Source: an optimization exercise on an open RTL-to-GDS flow (aim: small area, a short achievable clock period and few clock cycles). Production flows keep margins and buffers that such runs may drop.
The RTL was checked by simulation tests, not by an equivalence proof against the original design.
Power figures rest on the tool's default switching activity, not on a simulated workload.

// JAM
module JAM (
	input				CLK,
	input				RST,
	output	reg	[2:0]	W,
	output	reg	[2:0]	J,
	input		[6:0]	Cost,
	output	reg	[3:0]	MatchCount,
	output	reg	[9:0]	MinCost,
	output	reg			Valid
);
localparam	S_A		= 4'd0;		 
localparam	S_SEL	= 4'd2;		 
localparam	S_C		= 4'd3;		 
localparam	S_D		= 4'd4;		 
localparam	S_AUG	= 4'd5;		 
localparam	S_B1	= 4'd7;		 
localparam	S_B2	= 4'd8;		 
localparam	S_CNT	= 4'd9;		 
localparam	S_DONE	= 4'd10;
localparam	S_UW	= 4'd6;		 
localparam	O_NONE	= 3'd0;
localparam	O_A		= 3'd1;
localparam	O_D		= 3'd3;
localparam	O_B1	= 3'd4;
localparam	O_B2	= 3'd5;
reg [3:0]	state;
reg [6:0]	nv   [0:7];		 
reg [7:0]	dst  [0:7];		 
reg [2:0]	pred [0:7];		 
reg [2:0]	p    [0:7];		 
reg [7:0]	mcol;			 
reg [7:0]	sc;				 
reg [8:0]	delta;			 
reg [7:0]	ur;				 
reg [7:0]	bv;				 
reg [2:0]	bj;				 
reg [2:0]	jc;				 
reg [2:0]	I;				 
reg			first;
reg [2:0]	op2;
reg [6:0]	c2;				 
reg [2:0]	j2;				 
reg [2:0]	w2;				 
reg			f2;				 
reg [8:0]	q2;				 
wire [6:0]	nvp = q2[6:0];
reg [7:0]	dstp;			 
reg [2:0]	predp;			 
function [3:0] next_free;
	input [7:0] b;
	input [3:0] a;
	integer k;
	begin
		next_free = 4'd8;
		for (k = 7; k >= 0; k = k - 1)
			if (!b[k] && (a[3] || k > a)) next_free = k;
	end
endfunction
function [2:0] col_of;
	input [2:0] r;
	input [23:0] pp;
	integer k;
	begin
		col_of = 3'd0;
		for (k = 0; k < 8; k = k + 1)
			if (pp[3*k +: 3] == r) col_of = k;
	end
endfunction
wire [23:0]	p_flat = {p[7], p[6], p[5], p[4], p[3], p[2], p[1], p[0]};
wire [8:0]	nd    = q2 + c2;
wire		upd   = nd < {1'b0, dstp};
wire [7:0]	dn    = upd ? nd[7:0] : dstp;
wire		take  = f2 || (upd ? nd < {1'b0, bv} : dstp < bv);
wire [7:0]	d_a   = c2 + nvp;
wire [7:0]	tc    = d_a;
wire		tight = tc == ur;
wire [7:0]	onehot2 = 8'd1 << j2;
wire		take_a = j2 == 3'd0 || d_a < bv;
wire		take_f = (op2 == O_A) ? take_a : (op2 == O_D) && take;
wire [7:0]	val_f  = (op2 == O_A) ? d_a : (upd ? nd[7:0] : dstp);
wire [7:0]	bv_f   = take_f ? val_f : bv;
wire [2:0]	bj_f   = take_f ? j2 : bj;
wire [7:0]	onehotbj = 8'd1 << bj;
wire		mc_f   = take_f ? mcol[j2] : mcol[bj];
wire [2:0]	p_f    = take_f ? p[j2] : p[bj];
wire		byp   = (op2 == O_B1 || op2 == O_B2) && j2 == J;
wire [6:0]	nvJ   = byp ? nvp : nv[J];
  ...
Size in the first run: roughly 30 I/O pins.
clock: 10.0 ns
lec_check: 0
abc_area: 1
cap_margin: 20
core_margin: 2
core_utilization: 40
setup_slack_margin: 5
slew_margin: 20
run.sh (not shown) runs the stock make flow with config.mk's settings and CLKGATE_MAP_FILE= SYNTH_SCRIPT=/design/flow/synth_recipe.tcl, a recipe that flattens the netlist after the stock synthesis.
The starting point went through all stages and came out clean.
Testbench counts at the start, summed over its fixed seeds: cycles 11,742.
Next try:
--- a/flow/design.v
+++ b/flow/design.v
@@ -36,60 +36,57 @@
 reg [2:0]	bj;				 
 reg [2:0]	jc;				 
 reg [2:0]	I;				 
 reg			first;
 reg [2:0]	op2;
 reg [6:0]	c2;				 
 reg [2:0]	j2;				 
 reg [2:0]	w2;				 
 reg			f2;				 
 reg [8:0]	q2;				 
 wire [6:0]	nvp = q2[6:0];
 reg [7:0]	dstp;			 
-reg [2:0]	predp;			 
 function [3:0] next_free;
 	input [7:0] b;
 	input [3:0] a;
 	integer k;
 	begin
 		next_free = 4'd8;
 		for (k = 7; k >= 0; k = k - 1)
 			if (!b[k] && (a[3] || k > a)) next_free = k;
 	end
 endfunction
 function [2:0] col_of;
 	input [2:0] r;
 	input [23:0] pp;
 	integer k;
 	begin
 		col_of = 3'd0;
 		for (k = 0; k < 8; k = k + 1)
 			if (pp[3*k +: 3] == r) col_of = k;
 	end
 endfunction
 wire [23:0]	p_flat = {p[7], p[6], p[5], p[4], p[3], p[2], p[1], p[0]};
 wire [8:0]	nd    = q2 + c2;
 wire		upd   = nd < {1'b0, dstp};
-wire [7:0]	dn    = upd ? nd[7:0] : dstp;
 wire		take  = f2 || (upd ? nd < {1'b0, bv} : dstp < bv);
 wire [7:0]	d_a   = c2 + nvp;
 wire [7:0]	tc    = d_a;
 wire		tight = tc == ur;
 wire [7:0]	onehot2 = 8'd1 << j2;
 wire		take_a = j2 == 3'd0 || d_a < bv;
 wire		take_f = (op2 == O_A) ? take_a : (op2 == O_D) && take;
 wire [7:0]	val_f  = (op2 == O_A) ? d_a : (upd ? nd[7:0] : dstp);
 wire [7:0]	bv_f   = take_f ? val_f : bv;
 wire [2:0]	bj_f   = take_f ? j2 : bj;
-wire [7:0]	onehotbj = 8'd1 << bj;
 wire		mc_f   = take_f ? mcol[j2] : mcol[bj];
 wire [2:0]	p_f    = take_f ? p[j2] : p[bj];
 wire		byp   = (op2 == O_B1 || op2 == O_B2) && j2 == J;
 wire [6:0]	nvJ   = byp ? nvp : nv[J];
 wire [7:0]	dstJ  = dst[J];
 wire [6:0]	nv_upJ = ((state == S_A || ((state == S_B1 || state == S_B2) && W == 3'd0)) && sc[J]) ? nvJ + delta[6:0] - dstJ[6:0] : nvJ;
 wire [6:0]	nv_iss = (state == S_A && I == 3'd0) ? 7'd0 : nv_upJ;
 wire [8:0]	dq    = first ? delta - {2'b00, q2[6:0]} : delta;
 wire [3:0]	n_sc  = next_free(sc, {1'b0, J});
 wire [3:0]	n_mc  = next_free(mcol, {1'b0, J});
 wire [3:0]	n_sc0 = next_free(sc, 4'd8);
 wire [7:0]	onehotJ = 8'd1 << J;
@@ -124,43 +121,44 @@
 		I			<= 3'd0;
 		W			<= 3'd0;
 		J			<= 3'd0;
 		mcol		<= 8'd0;
 		sc			<= 8'd0;
 		MinCost		<= 10'd0;
 		MatchCount	<= 4'd0;
 		Valid		<= 1'b0;
 	end else begin
 		c2	<= Cost;
 		q2	<= (state == S_D) ? dq + {2'b00, nvJ} : {2'b00, nv_iss};
 		dstp	<= dstJ;
-		predp	<= pred[J];
 		j2	<= J;
 		w2	<= W;
 		case (op2)
 		O_A: begin
 			nv[j2]	<= nvp;
 			dst[j2]	<= d_a;
 			pred[j2]	<= j2;
 			sc[j2]	<= 1'b0;
 			if (take_a) begin
 				bv	<= d_a;
 				bj	<= j2;
 			end
 		end
 		O_D: begin
-			dst[j2]	<= dn;
-			pred[j2]	<= upd ? jc : predp;
+			if (upd) begin
+				dst[j2]	<= nd[7:0];
+				pred[j2]	<= jc;
+			end
 			if (take) begin
-				bv	<= dn;
+				bv	<= upd ? nd[7:0] : dstp;
 				bj	<= j2;
 			end
 		end
 		O_B1: begin
 			nv[j2]	<= nvp;
 			ur		<= tc;
 			MinCost	<= MinCost + c2;
 			bv		<= onehot2;
 		end
 		O_B2: begin
 			nv[j2]	<= nvp;
 			if (tight) bv[j2] <= 1'b1;
@@ -170,28 +168,32 @@
 		endcase
 		op2	<= O_NONE;
 		f2	<= 1'b0;
 		case (state)
 		S_A: begin
 			op2		<= O_A;
 			J		<= J + 3'd1;
 			if (J == 3'd7) state <= S_SEL;
 		end
 		S_SEL: begin
 			delta	<= {1'b0, bv_f};
 			J		<= bj_f;
-			jc		<= bj_f;
-			sc		<= (sc & ~((op2 == O_A) ? onehot2 : 8'd0)) | (take_f ? onehot2 : onehotbj);
-			if (mc_f) W <= p_f;
-			state	<= mc_f ? S_C : S_AUG;
+			if (!mc_f) begin
+				state	<= S_AUG;
+			end else begin
+				sc[bj_f]	<= 1'b1;
+				jc		<= bj_f;
+				W		<= p_f;
+				state	<= S_C;
+			end
 		end
 		S_C: begin
 			delta	<= delta - {2'b00, Cost};
 			J		<= n_sc0[2:0];
 			first	<= 1'b1;
 			state	<= S_D;
 		end
 		S_D: begin
 			op2		<= O_D;
 			f2		<= first;
 			first	<= 1'b0;
 			delta	<= dq;
After rerunning: The changed run completed with no timing, DRC or antenna violations; wire length fell by a few percent; worst setup slack gets better by 0.030 ns; die area fell slightly; clock power is about the same; final cell count fell slightly; non-clock buffer count rose by 15; synthesized cell count fell slightly; total power fell by roughly a tenth; count of clock-buffer cells in the layout stays the same.
Testbench counts after the change, summed over its fixed seeds: cycles 11,742.

========
## the reference run
The RTL this note starts from:
==> flow/design.v <==
module JAM (
	input				CLK,
	input				RST,
	output	reg	[2:0]	W,
	output	reg	[2:0]	J,
	input		[6:0]	Cost,
	output	reg	[3:0]	MatchCount,
	output	reg	[9:0]	MinCost,
	output				Valid
);
localparam	S_A		= 4'd0;		 
localparam	S_SEL	= 4'd2;		 
localparam	S_C		= 4'd3;		 
localparam	S_D		= 4'd4;		 
localparam	S_AUG	= 4'd5;		 
localparam	S_B		= 4'd7;		 
localparam	S_CNT	= 4'd9;		 
localparam	S_DONE	= 4'd10;
localparam	O_NONE	= 3'd0;
localparam	O_A		= 3'd1;
localparam	O_D		= 3'd3;
localparam	O_B		= 3'd4;
reg			rst_q;
reg			valid_r;
assign Valid = valid_r & ~rst_q;
reg [3:0]	state;
reg [55:0]	nv;				 
reg [63:0]	dst;			 
reg [23:0]	pred;			 
reg [23:0]	p;				 
reg [7:0]	mcol;			 
reg [7:0]	sc;				 
reg [8:0]	delta;			 
reg [7:0]	ur;				 
reg [7:0]	bv;				 
reg [2:0]	bj;				 
reg [2:0]	jc;				 
reg [2:0]	I;				 
reg			first;
reg			mp;				 
reg			sc_old;			 
reg [2:0]	op2;
reg [6:0]	c2;				 
reg [2:0]	j2;				 
reg [2:0]	w2;				 
reg			f2;				 
reg [8:0]	q2;				 
wire [6:0]	nvp = q2[6:0];
reg [7:0]	dstp;			 
reg [2:0]	predp;			 
function [3:0] next_free;
	input [7:0] b;
	input [3:0] a;
	integer k;
	begin
		next_free = 4'd8;
		for (k = 7; k >= 0; k = k - 1)
			if (!b[k] && (a[3] || k > a)) next_free = k;
	end
endfunction
wire [8:0]	nd    = q2 + c2;
wire		upd   = nd < {1'b0, dstp};
wire [7:0]	dn    = upd ? nd[7:0] : dstp;
wire		take  = f2 || (upd ? nd < {1'b0, bv} : dstp < bv);
wire [7:0]	d_a   = c2 + nvp;
wire		b_new = j2 == 3'd0 || d_a < ur;		 
wire [7:0]	b_row = b_new ? onehot2 : (d_a == ur) ? bv | onehot2 : bv;
wire [7:0]	onehot2 = 8'd1 << j2;
wire		take_a = j2 == 3'd0 || d_a < bv;
wire		take_f = (op2 == O_A) ? take_a : (op2 == O_D) && take;
wire [7:0]	onehotbj = 8'd1 << bj;
wire [6:0]	nvJ   = nv[7*(J) +: 7];
wire [7:0]	dstJ  = dst[8*(J) +: 8];
wire [6:0]	nv_upJ = ((state == S_A || (state == S_B && W == 3'd0)) && sc[J]) ? nvJ + delta[6:0] - dstJ[6:0] : nvJ;
wire [6:0]	nv_iss = (state == S_A && I == 3'd0) ? 7'd0 : nv_upJ;
wire [8:0]	dq    = first ? delta - {2'b00, q2[6:0]} - {2'b00, c2} : delta;
wire [3:0]	n_sc  = next_free(sc, {1'b0, J});
wire [3:0]	n_sc0 = next_free(sc, 4'd8);
wire [7:0]	trow  = dst[8*(I) +: 8];
wire [3:0]	n_cnt = next_free(~trow | sc, first ? 4'd8 : {1'b0, bj});
wire [2:0]	Im1   = I - 3'd1;
wire [2:0]	jbk   = pred[3*(Im1) +: 3];
wire [7:0]	sc_bk = sc & ~(8'd1 << jbk);
wire [3:0]	n_par = next_free(~dst[8*(Im1) +: 8] | sc_bk, {1'b0, jbk});
wire [7:0]	fr    = ~sc;
reg  [7:0]	f_lo, f_hi;
integer q;
always @(*) begin
	for (q = 0; q < 8; q = q + 1) begin
		f_lo[q] = fr[q] && ((fr & ((8'd1 << q) - 8'd1)) == 8'd0);
		f_hi[q] = fr[q] && ((fr & ~((8'd2 << q) - 8'd1)) == 8'd0);
	end
end
wire [7:0]	f_mid = fr & ~f_lo & ~f_hi;
wire [7:0]	t5    = dst[8*(5) +: 8];
wire [7:0]	t6    = dst[8*(6) +: 8];
wire [7:0]	t7    = dst[8*(7) +: 8];
wire [2:0]	ra    = {|(t5 & f_hi), |(t5 & f_mid), |(t5 & f_lo)};
wire [2:0]	rb    = {|(t6 & f_hi), |(t6 & f_mid), |(t6 & f_lo)};
wire [2:0]	rc    = {|(t7 & f_hi), |(t7 & f_mid), |(t7 & f_lo)};
wire [2:0]	c5    = {2'b00, ra[0] & rb[1] & rc[2]} + {2'b00, ra[0] & rb[2] & rc[1]}
					+ {2'b00, ra[1] & rb[0] & rc[2]} + {2'b00, ra[1] & rb[2] & rc[0]}
					+ {2'b00, ra[2] & rb[0] & rc[1]} + {2'b00, ra[2] & rb[1] & rc[0]};
always @(posedge CLK) rst_q <= RST;
integer k;
always @(posedge CLK) begin
	if (rst_q) begin
		state		<= S_A;
		op2			<= O_NONE;
		I			<= 3'd0;
		W			<= 3'd0;
		J			<= 3'd0;
		mcol		<= 8'd0;
		sc			<= 8'd0;
		MinCost		<= 10'd0;
		MatchCount	<= 4'd0;
		valid_r		<= 1'b0;
	end else begin
		c2	<= Cost;
		q2	<= (state == S_D) ? dq + {2'b00, nvJ} : {2'b00, nv_iss};
		dstp	<= dstJ;
		predp	<= pred[3*(J) +: 3];
		j2	<= J;
		w2	<= W;
		case (op2)
		O_A: begin
			for (k = 0; k < 8; k = k + 1) if ((j2) == k) nv[7*k +: 7] <= nvp;
			for (k = 0; k < 8; k = k + 1) if ((j2) == k) dst[8*k +: 8] <= d_a;
			for (k = 0; k < 8; k = k + 1) if ((j2) == k) pred[3*k +: 3] <= j2;
			sc[j2]	<= 1'b0;
			if (take_a) begin
				bv	<= d_a;
				bj	<= j2;
			end
		end
		O_D: begin
			for (k = 0; k < 8; k = k + 1) if ((j2) == k) dst[8*k +: 8] <= dn;
			for (k = 0; k < 8; k = k + 1) if ((j2) == k) pred[3*k +: 3] <= upd ? jc : predp;
			if (take) begin
				bv	<= dn;
				bj	<= j2;
			end
		end
		O_B: begin
			for (k = 0; k < 8; k = k + 1) if ((j2) == k) nv[7*k +: 7] <= nvp;
			if (b_new) ur <= d_a;
			bv		<= b_row;
			if (j2 == 3'd7) begin
				for (k = 0; k < 8; k = k + 1) if ((w2) == k) dst[8*k +: 8] <= b_row;
			end
			if (w2 == 3'd0)
				MinCost	<= MinCost - {3'd0, nvp};
			else if (j2 == 3'd0)
				MinCost	<= MinCost + {2'b00, ur};
		end
		default: ;
		endcase
		op2	<= O_NONE;
		f2	<= 1'b0;
		case (state)
		S_A: begin
			op2		<= O_A;
			J		<= J + 3'd1;
			if (J == 3'd7) state <= S_SEL;
		end
		S_SEL: begin
			mp		<= take_f;
			sc_old	<= sc[bj];
			delta	<= {1'b0, bv};
			J		<= bj;
			jc		<= bj;
			sc		<= (sc & ~((op2 == O_A) ? onehot2 : 8'd0)) | onehotbj;
			if (mcol[bj]) W <= p[3*(bj) +: 3];
			state	<= mcol[bj] ? S_C : S_AUG;
		end
		S_C: begin
			if (mp) begin
				sc[jc]	<= sc_old;
				state	<= S_SEL;
			end else begin
				J		<= n_sc0[2:0];
				first	<= 1'b1;
				state	<= S_D;
			end
		end
		S_D: begin
			op2		<= O_D;
			f2		<= first;
			first	<= 1'b0;
			delta	<= dq;
			if (!n_sc[3]) J <= n_sc[2:0];
			else state <= S_SEL;
		end
		S_AUG: begin
			if (mp) begin
				sc[jc]	<= sc_old;
				state	<= S_SEL;
			end else if (pred[3*(J) +: 3] == J) begin
				mcol[J]	<= 1'b1;
				for (k = 0; k < 8; k = k + 1) if ((J) == k) p[3*k +: 3] <= I;
				J		<= 3'd0;
				if (I == 3'd7) begin
					W		<= 3'd0;
					state	<= S_B;
				end else begin
					I		<= I + 3'd1;
					W		<= I + 3'd1;
					state	<= S_A;
				end
			end else begin
				mcol[J]	<= 1'b1;
				for (k = 0; k < 8; k = k + 1) if ((J) == k) p[3*k +: 3] <= p[3*(pred[3*(J) +: 3]) +: 3];
				J		<= pred[3*(J) +: 3];
			end
		end
		S_B: begin
			op2		<= O_B;
			J		<= J + 3'd1;
			if (J == 3'd7) begin
				W		<= W + 3'd1;
				if (W == 3'd7) begin
					sc		<= 8'd0;
					I		<= 3'd0;
					first	<= 1'b1;
					state	<= S_CNT;
				end
			end
		end
		S_CNT: begin
			if (I == 3'd5) MatchCount <= MatchCount + {1'b0, c5};
			if (I != 3'd5 && !n_cnt[3]) begin
				for (k = 0; k < 8; k = k + 1) if ((I) == k) pred[3*k +: 3] <= n_cnt[2:0];
				sc[n_cnt[2:0]]	<= 1'b1;
				I		<= I + 3'd1;
				first	<= 1'b1;
			end else if (I == 3'd0) begin
				MinCost	<= MinCost + {2'b00, ur};
				state	<= S_DONE;
			end else if (!n_par[3]) begin
				for (k = 0; k < 8; k = k + 1) if ((Im1) == k) pred[3*k +: 3] <= n_par[2:0];
				sc		<= sc_bk | (8'd1 << n_par[2:0]);
				first	<= 1'b1;
			end else begin
				I		<= I - 3'd1;
				sc		<= sc_bk;
				bj		<= jbk;
				first	<= 1'b0;
			end
		end
		default: begin
			valid_r	<= 1'b1;
		end
		endcase
	end
end
endmodule
==> flow/config.mk <==
export PLATFORM = sky130hd
export DESIGN_NAME = JAM
export DESIGN_NICKNAME = JAM
export VERILOG_FILES = /design/flow/design.v
export SDC_FILE = /design/flow/constraint.sdc
export NUM_CORES = 4
export LEC_CHECK = 0
export ABC_AREA = 1
export CAP_MARGIN = 20
export CORE_MARGIN = 2
export CORE_UTILIZATION = 40
export SETUP_SLACK_MARGIN = 5
export SLEW_MARGIN = 20
==> flow/constraint.sdc <==
create_clock -name core_clock -period 10.0 [get_ports {CLK}]
set_input_delay 2.0000 -clock core_clock [delete_from_list [all_inputs] [get_ports {CLK}]]
set_output_delay 2.0000 -clock core_clock [all_outputs]
set_load 0.01 [all_outputs]
standard.sh (not shown) runs the stock make flow with config.mk's settings and CLKGATE_MAP_FILE= SYNTH_SCRIPT=/design/flow/synth_recipe.tcl, a recipe that flattens the netlist after the stock synthesis.
==> flow/flow/run.sh <==
#!/bin/bash
set -euo pipefail
sed -e 's/SETUP_SLACK_MARGIN=[0-9.]*/SETUP_SLACK_MARGIN=6.5/' \
    -e 's/CLKGATE_MAP_FILE= /CLKGATE_MAP_FILE= ADDER_MAP_FILE= /' standard.sh > standard_margin.sh
grep -q 'SETUP_SLACK_MARGIN=6.5' standard_margin.sh
grep -q 'ADDER_MAP_FILE= ' standard_margin.sh
bash standard_margin.sh > flow_make.log 2>&1
The final layout from the reference run, which completed every stage, passed the timing, DRC and antenna checks at the end of the flow.
Testbench counts of the reference run, summed over its fixed seeds: cycles 11,840.
--- input diff the reference run..the trial run ---
diff --git a/flow/design.v b/flow/design.v
--- a/flow/design.v
+++ b/flow/design.v
@@ -103,5 +103,4 @@
 					+ {2'b00, ra[2] & rb[0] & rc[1]} + {2'b00, ra[2] & rb[1] & rc[0]};
 always @(posedge CLK) rst_q <= RST;
-integer k;
 always @(posedge CLK) begin
 	if (rst_q) begin
@@ -125,7 +124,7 @@
 		case (op2)
 		O_A: begin
-			for (k = 0; k < 8; k = k + 1) if ((j2) == k) nv[7*k +: 7] <= nvp;
-			for (k = 0; k < 8; k = k + 1) if ((j2) == k) dst[8*k +: 8] <= d_a;
-			for (k = 0; k < 8; k = k + 1) if ((j2) == k) pred[3*k +: 3] <= j2;
+			nv[7*(j2) +: 7]	<= nvp;
+			dst[8*(j2) +: 8]	<= d_a;
+			pred[3*(j2) +: 3]	<= j2;
 			sc[j2]	<= 1'b0;
 			if (take_a) begin
@@ -135,6 +134,6 @@
 		end
 		O_D: begin
-			for (k = 0; k < 8; k = k + 1) if ((j2) == k) dst[8*k +: 8] <= dn;
-			for (k = 0; k < 8; k = k + 1) if ((j2) == k) pred[3*k +: 3] <= upd ? jc : predp;
+			dst[8*(j2) +: 8]	<= dn;
+			pred[3*(j2) +: 3]	<= upd ? jc : predp;
 			if (take) begin
 				bv	<= dn;
@@ -143,10 +142,8 @@
 		end
 		O_B: begin
-			for (k = 0; k < 8; k = k + 1) if ((j2) == k) nv[7*k +: 7] <= nvp;
+			nv[7*(j2) +: 7]	<= nvp;
 			if (b_new) ur <= d_a;
 			bv		<= b_row;
-			if (j2 == 3'd7) begin
-				for (k = 0; k < 8; k = k + 1) if ((w2) == k) dst[8*k +: 8] <= b_row;
-			end
+			if (j2 == 3'd7) dst[8*(w2) +: 8] <= b_row;
 			if (w2 == 3'd0)
 				MinCost	<= MinCost - {3'd0, nvp};
@@ -198,5 +195,5 @@
 			end else if (pred[3*(J) +: 3] == J) begin
 				mcol[J]	<= 1'b1;
-				for (k = 0; k < 8; k = k + 1) if ((J) == k) p[3*k +: 3] <= I;
+				p[3*(J) +: 3]	<= I;
 				J		<= 3'd0;
 				if (I == 3'd7) begin
@@ -210,5 +207,5 @@
 			end else begin
 				mcol[J]	<= 1'b1;
-				for (k = 0; k < 8; k = k + 1) if ((J) == k) p[3*k +: 3] <= p[3*(pred[3*(J) +: 3]) +: 3];
+				p[3*(J) +: 3]	<= p[3*(pred[3*(J) +: 3]) +: 3];
 				J		<= pred[3*(J) +: 3];
 			end
@@ -230,5 +227,5 @@
 			if (I == 3'd5) MatchCount <= MatchCount + {1'b0, c5};
 			if (I != 3'd5 && !n_cnt[3]) begin
-				for (k = 0; k < 8; k = k + 1) if ((I) == k) pred[3*k +: 3] <= n_cnt[2:0];
+				pred[3*(I) +: 3]	<= n_cnt[2:0];
 				sc[n_cnt[2:0]]	<= 1'b1;
 				I		<= I + 3'd1;
@@ -238,5 +235,5 @@
 				state	<= S_DONE;
 			end else if (!n_par[3]) begin
-				for (k = 0; k < 8; k = k + 1) if ((Im1) == k) pred[3*k +: 3] <= n_par[2:0];
+				pred[3*(Im1) +: 3]	<= n_par[2:0];
 				sc		<= sc_bk | (8'd1 << n_par[2:0]);
 				first	<= 1'b1;
==> comparison <==
- The higher clock power of the trial run and the reference run is in the reference run.
- When the final numbers for the trial run and the reference run were put side by side, the cell count after placement turned out to be greater in the trial run.
- In the reports for the trial run and the reference run, the smaller global-route wire length before repair belongs to the reference run.
- Status: sequential power parity (the trial run, the reference run)
- Of the trial run and the reference run, the lower met1 track utilization from global routing belongs to the reference run.
- All-layer global routing usage sits higher in the trial run than in the reference run.
- Looking at worst setup path endpoint, the J[2] result is from the trial run; the MinCost[5] one comes from the reference run.
- Per the comparison of the trial run with the reference run, worst setup slack decreased 0.073 ns; post-synthesis simple-gate area fraction now sits higher.
Testbench counts of the trial run, summed over its fixed seeds: cycles 11,840.

-- separate check: timing with driven ports --
Ports are ideal in the flow. The routed layouts listed here were re-timed in OpenROAD.
Step 1: set_driving_cell puts a clkbuf_16 on CLK and a buf_2 on each other input, an assumption about the parent block.
Step 2 adds t to the input delays and takes it off the output delays; t is the mean of the earliest and latest rising clock arrival at the registers after step 1. Input paths then give back, and output paths get back, about the clock's delay inside the block.
Slacks: no drivers / after step 1 / after step 2; pairs: no drivers / after step 1.
| run | t (ns) | setup WS [ns] | worst data-port slew with drivers (ns) |
|---|---|---|---|
| the first run of note 1 | 0.637 | 5.258 / 5.258 / 4.969 | 0.03 |
| the second run of note 1 | 0.607 | 5.288 / 5.288 / 4.814 | 0.04 |
| the reference run | 0.620 | 6.520 / 6.461 / 6.571 | 0.04 |
| the trial run | 0.635 | 6.448 / 6.384 / 6.500 | 0.08 |
After both steps setup and hold are still met in every run listed. For the second run of note 1, which loses most, drivers alone change the setup slack by 0.000 ns; drivers and shift together by -0.474 ns.
